Background: an optimization exercise with open tools, aiming at small area and a short achievable clock period. Do not read the settings as production practice.
In this exercise RTL edits were held to simulation tests only and were not proved equivalent to the original.
Power and IR drop assume default switching activity.

==> flow/design.v (outline; a module is shown in full before it is edited, if it fits) <==
// module cmul: 1582 lines
// module fadd: 428 lines
// module conv3x3_fp32: 75 lines
module conv3x3_fp32(
    input         clk,
    input         resetn,
    input         valid_in,
    input  [31:0] data,
    input  [31:0] w1, w2, w3, w4, w5, w6, w7, w8, w9,
    output        valid_out,
    output [31:0] data_out
);
  // ...
==> flow/run.sh <==
#!/bin/bash
# synth_recipe.tcl (not shown) runs the flow's synth.tcl, then flattens the netlist and writes it again
# the make line also repeats each setting of config.mk as NAME=value (left out here)
make -C /OpenROAD-flow-scripts/flow DESIGN_CONFIG=/design/flow/config.mk WORK_HOME=/design/flow/orfs CLKGATE_MAP_FILE= SYNTH_SCRIPT=/design/flow/synth_recipe.tcl finish
==> flow/config.mk <==
export PLATFORM = sky130hd
export DESIGN_NAME = conv3x3_fp32
export DESIGN_NICKNAME = conv3x3_fp32
export VERILOG_FILES = /design/flow/design.v
export SDC_FILE = /design/flow/constraint.sdc
export NUM_CORES = 8
export LEC_CHECK = 0
export CAP_MARGIN = 30
export CORE_MARGIN = 2
export CORE_UTILIZATION = 55
export SETUP_SLACK_MARGIN = 4.0
export SLEW_MARGIN = 20
==> flow/constraint.sdc <==
create_clock -name core_clock -period 8.0 [get_ports {clk}]
set_input_delay 1.6000 -clock core_clock [delete_from_list [all_inputs] [get_ports {clk}]]
set_output_delay 1.6000 -clock core_clock [all_outputs]
set_load 0.01 [all_outputs]
==> results.toml, run 1 <==
[drt]
drt_iter0_drc = 16983
dr.pass1.iters = 6
routed.top_layer = "met5"

[worst_setup_path]
worstPathArrival_ns = 4.85
cp_top_family = "compound AO/OA/AOI/OAI gates"
cp.required_ns = 8.96
reg2reg_slack_ns = 4.11
path_cells = "inv_1 -> ha_1 -> nand4_1 -> nor4_1 -> a31o_4 -> buf_16 -> mux2i_1 -> a221o_1 -> a21oi_1 -> xnor2_1 -> a2111o_1"
r2r-end = "a7.kill1$_DFF_P_"

[yosys]
yosysWarnings = 7
muxShareOfSynthArea_pct = 3.786
avgSynthCellArea_um2 = 10.88
synthCells = 28137
ys_async_sr_fraction_pct = 0.4854
synth_top_area_share_pct = 31.67

[layout]
nClkBuffers = 858
clk_share_pct = 6.319
num-fill-cells = 45367
sh_seq_area_pct = 36.45
final_core_util_pct = 61.53
nNonClkInverters = 3038

[cts]
ctsRootBufferMaster = "clkbuf_16"
clk_path_buf_depth = 4
ctsResizeCount = 130
cts.sinks = 5769
cts_tree = "yes"
cts_inserted_buffers = 622

[pwr]
swShare_pct = 40.86
clk-power_w = 0.0298
seqPwrFrac_pct = 30.7
top_power_group = "combinational cells"
p_sw_w = 0.06400
ir_worst_vdd_uv = 287.0

[floorplanning]
die_area_mm2 = 0.5625
die-width_um = 750

[sta]
drv_slew = 0
setup_tns_ns = 0

[global_routing]
grt.met2_usage_pct = 45.67
first_global_vias = 208726
antenna_found_initial = 32

[outcome]
outcome = "timing/DRC/antenna clean"

[placed_design]
dp_slack_ns = 3.002
gp_congestion = 0.8921
==> run 2: changes to the inputs <==
--- a/flow/config.mk
+++ b/flow/config.mk
@@ -7,6 +7,6 @@
 export LEC_CHECK = 0
 export CAP_MARGIN = 30
 export CORE_MARGIN = 2
-export CORE_UTILIZATION = 55
+export CORE_UTILIZATION = 65
 export SETUP_SLACK_MARGIN = 4.0
 export SLEW_MARGIN = 20
==> results.toml, run 2 <==
[floorplanning]
start_util_pct = 65.11
die-width_um = 690.2
rows = 252
core_mm2 = 0.4701
die_h_um = 690.2
die_area_mm2 = 0.4764
io_pins = 356

[yosys]
synth_nets = 32382
synth_common_cells = "4842 x dfxtp_1, 2954 x inv_1, 2367 x fa_1"
yosysTopAreaCell = "dfxtp_1"
synthMostInstantiatedCell = "dfxtp_1"
syn-cell-area_mm2 = 0.3061
netlist_top_cells_area = "dfxtp_1 32%, fa_1 15%, edfxtp_1 8.8%, ha_1 6.4%, xnor2_1 6.2%"
yosysWarnings = 7
synth_top_area_share_pct = 31.67
synth_edf_count = 899
muxShareOfSynthArea_pct = 3.786
synth_flop_cell = "dfxtp_1"
synth-compound-area-share_pct = 12.09
synth_xor_area_share_pct = 9.759
synth_top_family_by_area = "adder cells"
synth-simple-area-share_pct = 5.675
synth_cell_types = 104
synth_seq_cells = 5769
avgSynthCellArea_um2 = 10.88
synthCells = 28137
ys_async_sr_fraction_pct = 0.4854
synthAdderAreaFrac_pct = 21.84
ys_seq_area_share_pct = 40.72

[layout]
final_cell_mix = "4825 x dfxtp_1, 2950 x inv_1, 2367 x fa_1"
largest_register = "lb"
nets = 32082
largest_reg_flops = 899
reg_top3 = "lb: 899 flops, p1d: 348 flops"
synthToLayoutAreaGrowth_pct = 10.58
num-fill-cells = 33660
drive_gt1_share_pct = 8.688
final_core_util_pct = 72.00
final_common_cell = "dfxtp_1"

[drt]
detail_route.wl_per_cell_um = 22.59
wl_met2_mm = 362.7
routed_wl_mm = 781.1
via_count = 205733
routed.top_layer = "met5"
wl_met3_mm = 61.38
drcViolationCount = 0
dr.pass1.iters = 6
postRouteAntennaNets = 0
wl_met1_mm = 324.6
vias_per_cell = 5.950
drt_iter0_drc = 19595

[worst_setup_path]
startpoint_type = "flop"
cp.required_ns = 8.95
end_kind = "flop"
worstPathArrival_ns = 4.91
crit_fanout = 7
criticalPathCategory = "reg -> reg"

[placed_design]
gp_congestion = 0.9141
place_hpwl_mm = 546.9
io_buffers = 355

[min_path]
min_path_type = "reg -> reg"

[pwr]
power_leakage_nw = 145.0
ir_worst_vdd_uv = 293.7
power_density_mw_per_mm2 = 459.9

[global_routing]
antenna_found_initial = 36
grt_max_degree = 139
grt_usage_pct = 32.13
first_global_vias = 210951
grt_remaining_overflow = 0
grt_pass1_wl_mm = 1211

[sta]
fin_crit_sh_pct = 49.46
skew_ns = 0.04556
worst_pin_slew_ns = 1.225
rsz0062_at_grt = "yes"
max_freq_ghz = 0.2527
hold_viol = 0
drv_slew = 0
finalSetupViolCount = 0
setup_tns_ns = 0
relSlewSlack_pct = 17.60
min_period_ns = 3.957

[cts]
cts_tree = "yes"
clkLatencyLatePin_ns = 1.08
clk_pin_slew_ns = 0.06
cts.sinks = 5769
clk_path_buf_depth = 4
ctsRootBufferMaster = "clkbuf_16"
cts_inserted_buffers = 601
ctsHtreeMaxLevel = 6

[outcome]
outcome = "timing/DRC/antenna clean"

[run]
cap_violations = 0
## run 2: area by class of cell
| type | instances | area (µm²) | share of cell area (%) |
|---|---|---|---|
| tap | 6223 | 7786 | 2.300 |
| timing repair buffer | 965 | 9448 | 2.791 |
| antenna | 15 | 37.54 | 0.01109 |
| multi-input combinational | 17461 | 164500 | 48.60 |
| clock inverter | 268 | 3349 | 0.9896 |
| sequential | 5769 | 124700 | 36.83 |
| timing repair inverter | 2 | 10.01 | 0.002957 |
| inverter | 3037 | 11450 | 3.384 |
| clock buffer | 837 | 17230 | 5.089 |
## run 2: logic make-up after synthesis
logic type               Yosys count
flip-flops                      5769
XOR/XNOR                        3408
adder cells (fa/ha/maj)         3922
multiplexers                     979
AO/OA/AOI/OAI                   5403
AND/OR/NAND/NOR                 3738
buffers and inverters           4918
## run 2: metrics by stage
stage | area, µm² | power [W] | setup slack (ns) | std cells | hold slack [ns]
after global placement | 313500 | 0.1219 | 2.509 | 33225 | 0.3101
after global routing | 338400 | 0.1684 | 3.875 | 34567 | 0.3154
after detailed placement | 314400 | 0.1241 | 3.136 | 33275 | 0.3121
after floorplan | 306100 | 0.1006 | 4.178 | 28137 | 0.3096
after CTS | 335800 | 0.1542 | 4.004 | 34426 | 0.3116
final | 338500 | 0.1557 | 4.043 | 34577 | 0.3077
## run 2: path summary, 6_finish.rpt
kind	slack (ns)	cells past startpoint	startpoint	end
worst max-delay path	4.04	19	u_m2.t2_la[10]$_DFF_P_	u_m2.p[18]$_SDFF_PP0_
worst min-delay path	0.31	0	a2.mb1[22]$_DFF_P_	a2.mhq[22]$_DFF_P_
worst max register to register	4.04	19	u_m2.t2_la[10]$_DFF_P_	u_m2.p[18]$_SDFF_PP0_
worst min register to register	0.31	0	a2.mb1[22]$_DFF_P_	a2.mhq[22]$_DFF_P_
max in group asynchronous	6.89	1	resetn	col[3]$_DFFE_PN0P_
min in group asynchronous	0.59	1	resetn	vp[19]$_DFF_PN0_
## run 2: routing by layer
layer	vias up	GRT usage (%)
met5	-	0
met4	6	12.79
met3	1921	5.226
met2	8964	52.09
met1	101061	43.38
li1	93781	-
## run 2: power by group
group	internal (W)	switching, W
logic	0.0343	0.0446
registers	0.0407	0.00729
clock network	0.0168	0.0119
## run 2: what timing repair did
item	4_1_cts	5_1_grt
gates resized for setup	97	251
gates cloned	9	11
hold buffers	0	0
endpoints found under the hold margin	0	0
setup endpoints to repair	663	459
pin swaps	29	77
setup buffers	37	74
## run 2: worst max-delay path, cell delays in order (launching register included)
cell and delay, ns:
dfxtp_2 0.33, ha_4 0.26, nand4_1 0.12, a211oi_2 0.24
o21ai_4 0.11, a2111oi_4 0.34, buf_4 0.20, o211ai_1 0.10
buf_4 0.18, a211oi_4 0.28, o211ai_1 0.14, nand2_1 0.14
o21ai_2 0.09, mux2i_2 0.16, buf_6 0.14, or2_4 0.30
buf_4 0.16, clkbuf_16 0.15, o21a_1 0.19, nor4_4 0.18
==> run 3: changes to the inputs <==
--- a/flow/config.mk
+++ b/flow/config.mk
@@ -7,6 +7,6 @@
 export LEC_CHECK = 0
 export CAP_MARGIN = 30
 export CORE_MARGIN = 2
-export CORE_UTILIZATION = 65
-export SETUP_SLACK_MARGIN = 4.0
+export CORE_UTILIZATION = 55
+export SETUP_SLACK_MARGIN = 3.6
 export SLEW_MARGIN = 20
==> results.toml, run 3 <==
[outcome]
outcome = "timing/DRC/antenna clean"

[global_routing]
grt_pass1_wl_mm = 1241
grt_max_degree = 199
grt_usage_pct = 28.15
antenna_found_initial = 30
grt_remaining_overflow = 0
first_global_vias = 208234

[worst_setup_path]
reg2reg_slack_ns = 3.77
crit_path_end = "u_m9.t2_hb[4]$_DFF_P_"
max_stage_delay_ns = 0.61
worstPathArrival_ns = 5.18
cp_common_cell = "fa_1"
cp.buffers_inverters = 3
criticalPathCategory = "reg -> reg"
cp_top_family = "adder cells"
cp.required_ns = 8.95
crit_slowest_cell = "nand2b_1"
path_cells = "ha_1 -> nand2b_1 -> inv_2 -> xnor2_1 -> fa_1 -> fa_1 -> inv_1 -> fa_1 -> inv_1 -> fa_1"
reg2reg_depth = 10
r2r-end = "u_m9.t2_hb[4]$_DFF_P_"
worstReg2RegStart = "wm9[17]$_DFF_P_"
end_kind = "flop"
crit_start = "wm9[17]$_DFF_P_"
crit_cells = 10
startpoint_type = "flop"
crit_fanout = 19

[pwr]
power_frac_comb_pct = 49.7
power_w = 0.1544
power_leakage_nw = 145.3
seqPwrFrac_pct = 31.1
ir_worst_vdd_uv = 286.2
power_frac_clock_pct = 19.3
power.internal_w = 0.09136
p_sw_w = 0.06307
power_density_mw_per_mm2 = 454.3
swShare_pct = 40.84

[layout]
largest_reg_flops = 899
largest_register = "lb"
drive_gt1_share_pct = 8.316
final_area_mm2 = 0.3399
reg_top3 = "lb: 899 flops, p1d: 348 flops"
final_cell_mix = "4833 x dfxtp_1, 2954 x inv_1, 2367 x fa_1"
nets = 32070
synthToLayoutAreaGrowth_pct = 11.06
num-fill-cells = 45567
final_core_util_pct = 61.17
final_common_cell = "dfxtp_1"

[placed_design]
gp_congestion = 0.8921
dp_slack_ns = 3.002
io_buffers = 355
placed_area_mm2 = 0.3166
place_hpwl_mm = 569.0

[sta]
skew_ns = 0.07456
relSlewSlack_pct = 22.25
finalSetupViolCount = 0
setup_tns_ns = 0
worst_pin_slew_ns = 1.161
drv_slew = 0
fin_crit_sh_pct = 52.87
min_period_ns = 4.230
rsz0062_at_grt = "no"
max_freq_ghz = 0.2364
hold_viol = 0
worst_slack_ns = 3.770

[drt]
via_count = 202260
drcViolationCount = 0
routed_wl_mm = 802.6
vias_per_cell = 5.647
postRouteAntennaNets = 0
drt_iter0_drc = 16681
detail_route.wl_per_cell_um = 22.41
dr.pass1.iters = 9

[yosys]
yosysWarnings = 7
netlist_top_cells_area = "dfxtp_1 32%, fa_1 15%, edfxtp_1 8.8%, ha_1 6.4%, xnor2_1 6.2%"
syn-cell-area_mm2 = 0.3061
avgSynthCellArea_um2 = 10.88
ys_async_sr_fraction_pct = 0.4854
synth_common_cells = "4842 x dfxtp_1, 2954 x inv_1, 2367 x fa_1"
synth_cell_types = 104
synth_flop_cell = "dfxtp_1"
synth_top_area_share_pct = 31.67
synth_seq_cells = 5769
yosysTopAreaCell = "dfxtp_1"
synthCells = 28137
synth_edf_count = 899
synth_nets = 32382
ys_seq_area_share_pct = 40.72
synthMostInstantiatedCell = "dfxtp_1"

[floorplanning]
io_pins = 356
core_mm2 = 0.5557
start_util_pct = 55.08
die_area_mm2 = 0.5625
die_h_um = 750
die-width_um = 750
rows = 274

[min_path]
min_path_type = "reg -> reg"
min_from = "a5.mb1[6]$_DFF_P_"
holdPathStages = 0

[run]
cap_violations = 0

[cts]
clk_path_buf_depth = 4
ctsRootBufferMaster = "clkbuf_16"
cts_inserted_buffers = 622
cts_tree = "yes"
ctsHtreeMaxLevel = 6
clkLatencyLatePin_ns = 1.12
cts.sinks = 5769
clk_pin_slew_ns = 0.06
==> run 3: changes by cell type in the layout (fill, tap and decap cells not counted), moves of 23 or more <==
| cell | delta |
|---|---|
| clkbuf_1 | -23 |
| clkbuf_8 | +24 |
| ha_2 | -25 |
| a21oi_2 | -25 |
| ha_1 | +31 |
| a21oi_1 | +26 |
==> run 3: worst register-to-register path, stage by stage, from the launching register on <==
cell	delay, ns
dfxtp_1	0.47
ha_1	0.19
nand2b_1	0.61
inv_2	0.52
xnor2_1	0.40
fa_1	0.48
fa_1	0.39
inv_1	0.09
fa_1	0.42
inv_1	0.09
fa_1	0.44
==> run 3: how the worst min path moves through the flow <==
| stage | to | slack, ns |
|---|---|---|
| 6_report | a5.mhq[6]$_DFF_P_ | 0.32 |
| 5_1_grt | u_m5.pe2[4]$_DFF_P_ | 0.32 |
| 4_1_cts | a0.mhq[19]$_DFF_P_ | 0.32 |
| 3_5_place_dp | a1.eb2[4]$_DFF_P_ | 0.31 |
| 3_3_place_gp | a7.mhq[22]$_DFF_P_ | 0.31 |
| 2_1_floorplan | a0.eb2[0]$_DFF_P_ | 0.31 |
==> run 3: through the flow <==
stage	hold WS (ns)	instances
finish	0.3166	35819
global route	0.3226	35808
CTS	0.3160	35727
detailed placement	0.3121	34559
global placement	0.3098	34490
floorplan	0.3096	28137
==> run 3: timing repair <==
action	4_1_cts	5_1_grt
buffers inserted	11	21
pin swaps	11	15
gates cloned	4	3
hold buffers	0	0
setup endpoints to repair	183	229
gates resized for setup	20	51
==> run 3: final cells by class <==
type                    instances  area, µm²  area share, %
multi-input cells           17457     163700          48.14
flip-flops and latches       5769     124600          36.66
clock buffers                 858      17920          5.271
inverters                    3037      11420          3.360
well taps                    7452       9324          2.743
repair buffers                938       9255          2.723
clock inverters               295       3687          1.085
diodes                         13      32.53       0.009570
==> run 3: per-layer routing <==
layer,vias up,wire length (µm),track usage [%]
met5,-,135,0
met4,20,25880,8.859
met3,1470,57600,4.873
met2,7228,369100,45.50
met1,99802,349900,38.72
li1,93740,-,-
==> run 3: power groups by stage <==
stage          combinational, W  clock, W  sequential (W)
6_report                 0.0767    0.0298          0.0480
5_1_grt                  0.0877    0.0316          0.0490
4_1_cts                  0.0766    0.0304          0.0481
3_5_place_dp             0.0758         0          0.0487
3_3_place_gp             0.0746         0          0.0487
2_1_floorplan            0.0558         0          0.0449
==> run 3: cells by family after synthesis <==
logic type | count (synthesis) | share of synthesized area, %
compound gates | 5403 | 12.09
xor+xnor | 3408 | 9.759
fa+ha+maj | 3922 | 21.84
buf+inv | 4918 | 6.132
flops | 5769 | 40.72
mux | 979 | 3.786
simple gates | 3738 | 5.675
==> run 4: changes to the inputs <==
--- a/flow/config.mk
+++ b/flow/config.mk
@@ -8,5 +8,5 @@
 export CAP_MARGIN = 30
 export CORE_MARGIN = 2
 export CORE_UTILIZATION = 55
-export SETUP_SLACK_MARGIN = 3.6
+export SETUP_SLACK_MARGIN = 4.8
 export SLEW_MARGIN = 20
==> results.toml, run 4 <==
[yosys]
synth_edf_count = 899
synth_seq_cells = 5769
synthAdderAreaFrac_pct = 21.84
synth_top_area_share_pct = 31.67
synth_nets = 32382
yosysWarnings = 7
avgSynthCellArea_um2 = 10.88
yosysTopAreaCell = "dfxtp_1"
synthMostInstantiatedCell = "dfxtp_1"
synth-simple-area-share_pct = 5.675
netlist_top_cells_area = "dfxtp_1 32%, fa_1 15%, edfxtp_1 8.8%, ha_1 6.4%, xnor2_1 6.2%"
synth_cell_types = 104
ys_async_sr_fraction_pct = 0.4854
syn-cell-area_mm2 = 0.3061
synth-compound-area-share_pct = 12.09
synth_common_cells = "4842 x dfxtp_1, 2954 x inv_1, 2367 x fa_1"
synthCells = 28137
muxShareOfSynthArea_pct = 3.786
synth_top_family_by_area = "adder cells"
ys_seq_area_share_pct = 40.72
synth_xor_area_share_pct = 9.759
synth_flop_cell = "dfxtp_1"

[worst_setup_path]
cp.required_ns = 8.95
cp_top_family = "compound AO/OA/AOI/OAI gates"
path_cells = "ha_4 -> nand4_1 -> nor3_2 -> a221oi_2 -> nand3_2 -> o311ai_4 -> o211ai_1 -> a211oi_2 -> buf_4 -> a211oi_4 -> o211ai_1 -> and3_4 -> buf_12 -> buf_6 -> nand2_1 -> a21oi_4"
crit_slowest_cell = "o311ai_4"
cp.buffers_inverters = 3
end_kind = "flop"
criticalPathCategory = "reg -> reg"
crit_start = "u_m6.t2_lb[13]$_DFF_P_"
max_stage_delay_ns = 0.40
startpoint_type = "flop"
cp_common_cell = "o211ai_1"
worstPathArrival_ns = 4.89
crit_fanout = 7
worstReg2RegStart = "u_m6.t2_lb[13]$_DFF_P_"

[cts]
clk_path_buf_depth = 4
ctsRootBufferMaster = "clkbuf_16"
ctsHtreeMaxLevel = 6
cts_tree = "yes"
clkLatencyLatePin_ns = 1.13
cts.sinks = 5769
cts_inserted_buffers = 622
ctsHoldBuffers = 0
clk_pin_slew_ns = 0.06

[layout]
synthToLayoutAreaGrowth_pct = 21.67
finalNonFillerCells = 37055
num-fill-cells = 41786
final_core_util_pct = 67.02
largest_register = "lb"
final_area_mm2 = 0.3724
drive_gt1_share_pct = 24.50
final_cell_mix = "4556 x dfxtp_1, 2386 x inv_1, 1951 x xnor2_1"
reg_top3 = "lb: 899 flops, p1d: 348 flops"
final_common_cell = "dfxtp_1"
largest_reg_flops = 899
nets = 33306

[outcome]
outcome = "timing/DRC/antenna clean"

[sta]
worst_pin_slew_ns = 1.118
max_freq_ghz = 0.2539
relSlewSlack_pct = 25.48
min_period_ns = 3.939
finalSetupViolCount = 0
hold_viol = 0
skew_ns = 0.07248
fin_crit_sh_pct = 49.24
setup_tns_ns = 0
drv_slew = 0
rsz0062_at_grt = "yes"

[drt]
drcViolationCount = 0
drt_iter0_drc = 17543
dr.pass1.iters = 7
routed_wl_mm = 871.0
vias_per_cell = 5.712
detail_route.wl_per_cell_um = 23.51
postRouteAntennaNets = 0
via_count = 211643

[floorplanning]
die-width_um = 750
die_area_mm2 = 0.5625
die_h_um = 750
io_pins = 356
rows = 274
core_mm2 = 0.5557
start_util_pct = 55.08

[pwr]
power_leakage_nw = 155.6
p_sw_w = 0.07307
power_frac_comb_pct = 55.8
seqPwrFrac_pct = 27.3
power_frac_clock_pct = 16.9
power.internal_w = 0.1052
swShare_pct = 41.00
ir_worst_vdd_uv = 330.9
power_density_mw_per_mm2 = 478.6

[global_routing]
grt_usage_pct = 30.07
grt_max_degree = 198
busiest_layer = "met2"
first_global_vias = 217857
antenna_found_initial = 38
grt_remaining_overflow = 0
grt.met2_usage_pct = 48.97
met1_usage_pct = 40.88
grt_pass1_wl_mm = 1317
use_met3_pct = 4.549

[min_path]
min_from = "u_m8.ps1$_DFF_P_"
min_path_type = "reg -> reg"

[placed_design]
dp.cells = 34539
place_hpwl_mm = 571.2
io_buffers = 355
placed_area_mm2 = 0.3177
gp_congestion = 0.8991

[run]
cap_violations = 0
[run 4: cell counts after synthesis]
No cell type changed its count.
[run 4: routing by layer]
layer	routed length [µm]	vias up
li1	-	96380
met1	368100	105222
met2	407600	8211
met3	61370	1826
met4	33920	4
met5	26	-
[run 4: what timing repair did]
item                                    in CTS  in global routing
endpoints found under the setup margin    1843               1217
resized for setup                         3217               1941
cloned                                     149                 19
setup buffers                              769                379
pin swaps                                 1504               1344
[run 4: path summary, 6_finish.rpt]
path | depth (start not counted) | slack [ns] | to
worst min-delay path | 0 | 0.29 | u_m8.ps2$_DFF_P_
worst max-delay path | 16 | 4.06 | u_m6.p[21]$_SDFF_PP0_
max in group asynchronous | 1 | 6.90 | row[1]$_DFFE_PN0P_
min in group asynchronous | 1 | 0.58 | vp[19]$_DFF_PN0_
worst max register to register | 16 | 4.06 | u_m6.p[21]$_SDFF_PP0_
worst min register to register | 0 | 0.29 | u_m8.ps2$_DFF_P_
[run 4: layout make-up]
cell class                      instances  area, µm²  area share (%)
Timing Repair Buffer                 2143      24270           6.517
Tap cell                             7452       9324           2.504
Sequential cell                      5769     125300           33.64
Timing Repair inverter                 15      145.1         0.03897
Antenna cell                           14      35.03        0.009407
Inverter                             3037      11920           3.201
Clock buffer                          822      17570           4.718
Clock inverter                        330       4243           1.139
Multi-Input combinational cell      17473     179600           48.24
[run 4: power by group through the flow]
| stage | clock [W] | combinational, W | sequential (W) |
|---|---|---|---|
| 5_1_grt | 0.0319 | 0.110 | 0.0496 |
| 3_5_place_dp | 0 | 0.0771 | 0.0486 |
| 4_1_cts | 0.0307 | 0.0906 | 0.0483 |
| 6_report | 0.0302 | 0.0994 | 0.0486 |
| 2_1_floorplan | 0 | 0.0567 | 0.0449 |
| 3_3_place_gp | 0 | 0.0756 | 0.0487 |
[run 4: metrics by stage]
step	total power (W)	hold slack, ns	setup slack (ns)
3_3_place_gp	0.1243	0.3099	3.264
2_1_floorplan	0.1016	0.3096	4.590
5_1_grt	0.1914	0.3041	4.013
6_report	0.1782	0.2895	4.061
3_5_place_dp	0.1257	0.3121	3.211
4_1_cts	0.1696	0.3024	4.136
[run 4: worst reg2reg max path, delay by kind of cell (launching register included)]
family / cells / cell delay [ns]
DFF: 1 / 0.33
and+or+nand+nor: 5 / 0.93
AOI/OAI and AO/OA: 7 / 1.81
adders and majority gates: 1 / 0.24
buffers and inverters: 3 / 0.47
[run 4: kinds of logic after synthesis]
kind of cell    after synthesis
buf+inv                    4918
compound gates             5403
simple gates               3738
xor+xnor                   3408
flops                      5769
mux                         979
fa+ha+maj                  3922

-- what the ideal ports hide --
Ports are ideal in the flow. The routed layouts listed here were re-timed in OpenROAD.
Step 1, drivers: a clkbuf_16 drives clk and a buf_2 each remaining input, both assumed.
Step 2 times the ports against the registers' clock, not the clock port: input delays grow and output delays shrink by t, the midpoint of the rising clock arrivals with the driver on.
Slacks: ideal / step 1 / step 2; pairs: ideal / step 1.
| run | t (ns) | slack for setup (ns) | worst hold slack (ns) | worst setup path at the end | cell pins on the clock port's net |
|---|---|---|---|---|---|
| run 1 | 1.216 | 4.107 / 4.107 / 3.429 | 0.320 / 0.320 / 0.320 | input to register | 1 |
| run 2 | 1.192 | 4.043 / 4.043 / 3.736 | 0.308 / 0.308 / 0.308 | input to register | 1 |
| run 3 | 1.217 | 3.770 / 3.770 / 3.457 | 0.317 / 0.317 / 0.317 | input to register | 1 |
| run 4 | 1.220 | 4.061 / 4.061 / 3.827 | 0.290 / 0.290 / 0.290 | input to register | 1 |
After both steps setup and hold are still met in every run listed. The setup slack of run 1, which loses most, moves by 0.000 ns with the drivers and by -0.678 ns with both steps.
